Source: an optimization exercise on an open RTL-to-GDS flow (aim: small area). Production flows keep margins and buffers that such runs may drop.
The RTL was checked by simulation tests, not by an equivalence proof against the original design.
Power is estimated from default activity; no workload was simulated.

== run A ==
Design wmtop, start of the top module:
module wmtop (
	clk,
	rst,
	start,
	waterfull,
	accelerate,
	stateindic,
	index_n,
	fourdigit,
	lastdigit
);
export LEC_CHECK = 0
export CAP_MARGIN = 20
export CORE_MARGIN = 2
export CORE_UTILIZATION = 40
export SLEW_MARGIN = 20
create_clock -name core_clock -period 20.0 [get_ports {clk}]
standard.sh (not shown) runs the stock make flow with config.mk's settings and CLKGATE_MAP_FILE= SYNTH_SCRIPT=/design/flow/synth_recipe.tcl, a recipe that flattens the netlist after the stock synthesis.
==> flow/flow/run.sh <==
#!/bin/bash
# Layout flow: the standard synthesis, then the combinational logic is
# mapped again with a stronger ABC script (the flip-flops, their names and
# cell types are kept exactly as the standard synthesis made them), then the
# standard ORFS layout from that netlist, with the smallest buffer on the ports.
set -euo pipefail
W=$PWD
R=$W/orfs/results/$FLOW_PLATFORM/wmtop/base
YOSYS=$(command -v yosys || echo "$FLOW_HOME/../tools/install/yosys/bin/yosys")
LIB=$FLOW_HOME/platforms/$FLOW_PLATFORM/lib/sky130_fd_sc_hd__tt_025C_1v80.lib

bash standard.sh synth > synth.log 2>&1
cp "$R/1_2_yosys.v" std_netlist.v

printf 'set_driving_cell sky130_fd_sc_hd__buf_1\nset_load 5\n' > abc.constr
cat > resyn.ys <<EOY
read_liberty -ignore_miss_func $LIB
read_verilog std_netlist.v
hierarchy -top $FLOW_TOP
setattr -mod -set keep_hierarchy 1 sky130_fd_sc_hd__df*
flatten
opt_clean -purge
abc -script $W/flow/resyn.abc -liberty $LIB $(cat flow/dont_use.txt) -constr $W/abc.constr -D 20000
opt_clean -purge
hilomap -singleton -hicell sky130_fd_sc_hd__conb_1 HI -locell sky130_fd_sc_hd__conb_1 LO
splitnets
opt_clean -purge
select $FLOW_TOP
write_verilog -selected -noattr -noexpr -nohex -nodec $W/resyn_netlist.v
select -clear
tee -o $W/resyn_stat.txt stat -liberty $LIB
EOY
"$YOSYS" -s resyn.ys > resyn.log 2>&1

cp resyn_netlist.v "$R/1_2_yosys.v"
rm -f "$R/1_synth.odb" "$R/1_synth.sdc"
bash standard.sh "BUFFER_PORTS_ARGS=-buffer_cell sky130_fd_sc_hd__buf_1" "CTS_ARGS=-sink_clustering_enable -repair_clock_nets -sink_clustering_size 50 -sink_clustering_max_diameter 500 -sink_buffer_max_cap_derate 1.0 -buf_list sky130_fd_sc_hd__clkbuf_8 -root_buf sky130_fd_sc_hd__clkbuf_8" finish > standard.log 2>&1
Other scripts of this flow, unchanged in this note and not shown: flow/flow/dont_use.txt, flow/flow/resyn.abc
### run A -> run B
--- a/flow/flow/run.sh
+++ b/flow/flow/run.sh
@@ -37 +37 @@
-bash standard.sh "BUFFER_PORTS_ARGS=-buffer_cell sky130_fd_sc_hd__buf_1" "CTS_ARGS=-sink_clustering_enable -repair_clock_nets -sink_clustering_size 50 -sink_clustering_max_diameter 500 -sink_buffer_max_cap_derate 1.0 -buf_list sky130_fd_sc_hd__clkbuf_8 -root_buf sky130_fd_sc_hd__clkbuf_8" finish > standard.log 2>&1
+bash standard.sh "BUFFER_PORTS_ARGS=-buffer_cell sky130_fd_sc_hd__buf_1" "CTS_ARGS=-repair_clock_nets -buf_list sky130_fd_sc_hd__clkbuf_16 -root_buf sky130_fd_sc_hd__clkbuf_16" finish > standard.log 2>&1
- Number of rows created at floorplan came out exactly the same in run B and run A.
- Run B -> run A: post-placement worst setup slack delta 0, exact match
- Run B: no failed stages, no open violations at the end
- Run B and run A ended up with nearly the same final clock skew.
- In terms of all-layer global routing usage, run B and run A differ only marginally.
--- input diff run B..run C ---
--- a/flow/flow/run.sh
+++ b/flow/flow/run.sh
@@ -37 +37 @@
-bash standard.sh "BUFFER_PORTS_ARGS=-buffer_cell sky130_fd_sc_hd__buf_1" "CTS_ARGS=-repair_clock_nets -buf_list sky130_fd_sc_hd__clkbuf_16 -root_buf sky130_fd_sc_hd__clkbuf_16" finish > standard.log 2>&1
+bash standard.sh "BUFFER_PORTS_ARGS=-buffer_cell sky130_fd_sc_hd__buf_1" "CTS_ARGS=-sink_clustering_enable -repair_clock_nets -sink_clustering_size 50 -sink_clustering_max_diameter 500 -buf_list sky130_fd_sc_hd__clkbuf_8 -root_buf sky130_fd_sc_hd__clkbuf_8" finish > standard.log 2>&1
Results
- Comparing run B against run C, there is no change at all in vertical die dimension.
- The via count was comparable across run B and run C.
- Part of the power in the clock network: run B and run C compared, higher one is run B
For run D, these inputs were changed with respect to run C:
- CTS_CLUSTER_SIZE: unset -> 50
- CTS_CLUSTER_DIAMETER: unset -> 500
--- a/flow/flow/run.sh
+++ b/flow/flow/run.sh
@@ -37 +37 @@
-bash standard.sh "BUFFER_PORTS_ARGS=-buffer_cell sky130_fd_sc_hd__buf_1" "CTS_ARGS=-sink_clustering_enable -repair_clock_nets -sink_clustering_size 50 -sink_clustering_max_diameter 500 -buf_list sky130_fd_sc_hd__clkbuf_8 -root_buf sky130_fd_sc_hd__clkbuf_8" finish > standard.log 2>&1
+bash standard.sh "BUFFER_PORTS_ARGS=-buffer_cell sky130_fd_sc_hd__buf_1" finish > standard.log 2>&1
[summary]
Run C ran to completion and came out clean on the timing, design-rule and antenna checks.
Run D ended with every stage complete and zero timing, DRC or antenna violations.
Run D -> run C: fmax flat
Going from run C to run D, clock-buffer cell count moved up; static leakage fell 0.56%; combinational share of power held.
Power per cell area essentially unchanged between run C and run D.
In terms of clock period minus worst slack, run D and run C differ only marginally.
Overall via count from detail_route: run C vs run D, no meaningful difference
Comparing run C with run D, the setup slack came out essentially unchanged.
Looking at run D and run C, the number of sequential cells in the layout is a wash.

---

The RTL this note starts from:
==> flow/design.v <==
module wmtop (
	clk,
	rst,
	start,
	waterfull,
	accelerate,
	stateindic,
	index_n,
	fourdigit,
	lastdigit
);
input clk, rst;
input start;
input accelerate;
input waterfull;
output [5:0] stateindic;
output [3:0] index_n;
output [7:0] fourdigit;
output [6:0] lastdigit;
function [6:0] seg7_n;
	input [3:0] v;
	reg w, x, y, z;
	begin
		{w, x, y, z} = v;
		seg7_n[6] = ~((w | y | x & z) | (~x & ~z));
		seg7_n[5] = ~((~x | y & z) | (~y & ~z));
		seg7_n[4] = ~(x | ~y | z);
		seg7_n[3] = ~(w | (~x & ~z) | (y & ~z) | (~x & y) | (x & ~y & z));
		seg7_n[2] = ~(~z & (~x | y));
		seg7_n[1] = ~(w | (~y & ~z) | (x & ~y) | (x & ~z));
		seg7_n[0] = ~((w | (y & ~z) | x & ~y) | (~x & y));
	end
endfunction
reg reset;
always @(posedge clk)
	reset <= rst;
reg [2:0] a;
reg [2:0] z;
reg [4:0] q;
reg f1;
wire e4 = a[1] & a[0];			 
wire e40 = e4 & a[2] & z[2];		 
wire q24 = q[4] & q[3];			 
always @(posedge clk)
begin
	a[0] <= ~rst | ~a[0];
	a[1] <= ~rst | (a[1] ^ a[0]);
	a[2] <= ~rst | (a[2] ^ e4);
	z[0] <= rst & (z[0] ^ (e4 & ~z[2]));
	z[1] <= rst & (z[1] ^ (e4 & z[0]));
	z[2] <= ~rst | (z[2] ^ (e4 & (z[2] | z[1] & z[0])));
	q[0] <= rst & (q[0] ^ (e40 & ~q24));
	q[1] <= rst & (q[1] ^ (e40 & q[0]));
	q[2] <= rst & (q[2] ^ (e40 & q[0] & q[1]));
	q[3] <= ~rst | (q[3] ^ (e40 & (q[0] & q[1] & q[2] | q24)));
	q[4] <= ~rst | (q[4] ^ (e40 & (q[0] & q[1] & q[2] & q[3] | q24)));
	f1 <= ~rst | (f1 ^ (e40 & q24));
end
wire f100 = z[2] | z[1] & (z[0] | a[1]);
wire scan_tick = a[2] & ~a[1] & ~a[0];
reg clk_reg;
reg clk_reg_d;
always @(posedge clk)
begin
	clk_reg <= accelerate ? f100 : f1;
	clk_reg_d <= clk_reg;
end
wire tick = clk_reg & ~clk_reg_d;
reg [5:0] s_n;
reg done;	 
wire sclr = ~(rst & reset);
assign stateindic = s_n;
always @(posedge clk)
begin
	s_n[0] <= ~sclr & ~(~s_n[0] & start | ~s_n[5] & done);
	s_n[1] <= sclr | ~(~s_n[0] & ~start | ~s_n[1] & waterfull);
	s_n[2] <= sclr | ~(~s_n[1] & ~waterfull | ~s_n[2] & ~done);
	s_n[3] <= sclr | ~(~s_n[2] & done | ~s_n[3] & ~done);
	s_n[4] <= sclr | ~(~s_n[3] & done | ~s_n[4] & ~done);
	s_n[5] <= sclr | ~(~s_n[4] & done | ~s_n[5] & ~done);
end
reg [3:0] t;
reg [3:0] s1;
reg [2:0] st;
reg [3:0] m;
wire run = rst & s_n[0] & s_n[1];	 
wire fin = (~s_n[2] & m[3] & m[1])	 
	| (~s_n[3] & st[1] & st[0])	 
	| (~s_n[4] & m[2] & m[0])	 
	| (~s_n[5] & st[0]);		 
wire e0 = tick & ~fin;			 
wire e1 = e0 & t[3] & t[0];		 
wire e2 = e1 & s1[3] & s1[0];		 
wire e3 = e2 & st[2] & st[0];		 
wire k = run & ~(tick & fin);		 
always @(posedge clk)
begin
	done <= run & tick & fin;
	t[0] <= run & (t[0] ^ e0);
	t[1] <= run & (t[1] ^ (e0 & t[0] & ~t[3]));
	t[2] <= run & (t[2] ^ (e0 & t[0] & t[1]));
	t[3] <= run & (t[3] ^ (e0 & t[0] & (t[3] | t[1] & t[2])));
	s1[0] <= run & (s1[0] ^ e1);
	s1[1] <= run & (s1[1] ^ (e1 & s1[0] & ~s1[3]));
	s1[2] <= run & (s1[2] ^ (e1 & s1[0] & s1[1]));
	s1[3] <= run & (s1[3] ^ (e1 & s1[0] & (s1[3] | s1[1] & s1[2])));
	st[0] <= k & (st[0] ^ e2);
	st[1] <= k & (st[1] ^ (e2 & st[0] & ~st[2]));
	st[2] <= k & (st[2] ^ (e2 & st[0] & (st[1] | st[2])));
	m[0] <= k & (m[0] ^ e3);
	m[1] <= k & (m[1] ^ (e3 & m[0]));
	m[2] <= k & (m[2] ^ (e3 & m[0] & m[1]));
	m[3] <= k & (m[3] ^ (e3 & m[0] & m[1] & m[2]));
end
reg [3:0] idx_n;	 
reg [3:0] number;
wire dflt = idx_n[0] & idx_n[1] & idx_n[2];
wire [3:0] sel;
assign sel[3] = ~idx_n[1] & m[3] & ~m[1] | dflt & s1[3];
assign sel[2] = ~idx_n[0] & st[2] | ~idx_n[1] & m[2] | dflt & s1[2];
assign sel[1] = ~idx_n[0] & st[1] | ~idx_n[1] & m[1] & ~m[3] | dflt & s1[1];
assign sel[0] = ~idx_n[0] & st[0] | ~idx_n[1] & m[0] | ~idx_n[2] & m[3] & m[1] | dflt & s1[0];
assign index_n = idx_n;
assign fourdigit = {seg7_n(number), 1'b1};
assign lastdigit = seg7_n(t);
always @(posedge clk)
begin
	idx_n <= ~rst ? 4'b1111 : scan_tick ? {idx_n[2:0], ~dflt} : idx_n;
	number <= ~rst ? 4'd0 : scan_tick ? sel : number;
end
endmodule
Settings: LEC_CHECK=0, ABC_AREA=1, CAP_MARGIN=20, CORE_MARGIN=2, CORE_UTILIZATION=40, SLEW_MARGIN=20; clock period 20.0 ns.
==> flow/flow/run.sh <==
#!/bin/bash
# Standard layout, but with the smallest buffer on the ports.
set -euo pipefail
export BUFFER_PORTS_ARGS="-buffer_cell sky130_fd_sc_hd__buf_1"
bash standard.sh "BUFFER_PORTS_ARGS=-buffer_cell sky130_fd_sc_hd__buf_1" finish > standard.log 2>&1
The starting point passed the timing, design-rule and antenna checks.
Edit:
- CTS_BUF_LIST: unset -> sky130_fd_sc_hd__clkbuf_4
- CTS_CLUSTER_SIZE: unset -> 10
Outcome:
- synthesized cell count stays the same
- cell area goes down by about 1.2%
- worst hold slack improved by 0.0055 ns
Edit:
- CTS_BUF_LIST: sky130_fd_sc_hd__clkbuf_4 -> sky130_fd_sc_hd__clkbuf_2 sky130_fd_sc_hd__clkbuf_4
- CTS_CLUSTER_SIZE: 10 -> unset
Result: Maximum frequency stays the same; wire length stays the same; design area stays the same; power stays the same; sequential power hardly moves; cell count stays the same; global-route usage is unchanged; die area does not change; setup slack does not change.

==> re-timing with driven ports <==
In the flow no input, the clock included, has a driving cell. The finished layouts below were timed again as built, in two steps. Step 1: set_driving_cell puts a clkbuf_16 on clk and a buf_2 on each other input, an assumption about the parent block. Step 2 also shifts input and output timing later by t, the mid clock arrival at the registers, as if the neighbouring blocks saw the same clock. a / b / c = ideal / step 1 / step 2; a / b = the first two.
| run | t (ns) | slack for setup (ns) | cell pins on the clock port's net |
|---|---|---|---|
| run A | 0.315 | 14.396 / 14.370 / 14.277 | 1 |
| run B | 0.304 | 14.417 / 14.387 / 14.274 | 1 |
| run C | 0.315 | 14.396 / 14.370 / 14.277 | 1 |
| run D | 0.314 | 14.396 / 14.371 / 14.277 | 1 |
| the first run of note 2 | 0.311 | 14.700 / 14.673 / 14.647 | 1 |
| the second run of note 2 | 0.371 | 14.620 / 14.595 / 14.658 | 1 |
| the third run of note 2 | 0.371 | 14.620 / 14.595 / 14.658 | 1 |
After both steps every run listed still meets setup and hold. The setup slack of run B, which loses most, moves by -0.030 ns with the drivers and by -0.143 ns with both steps.
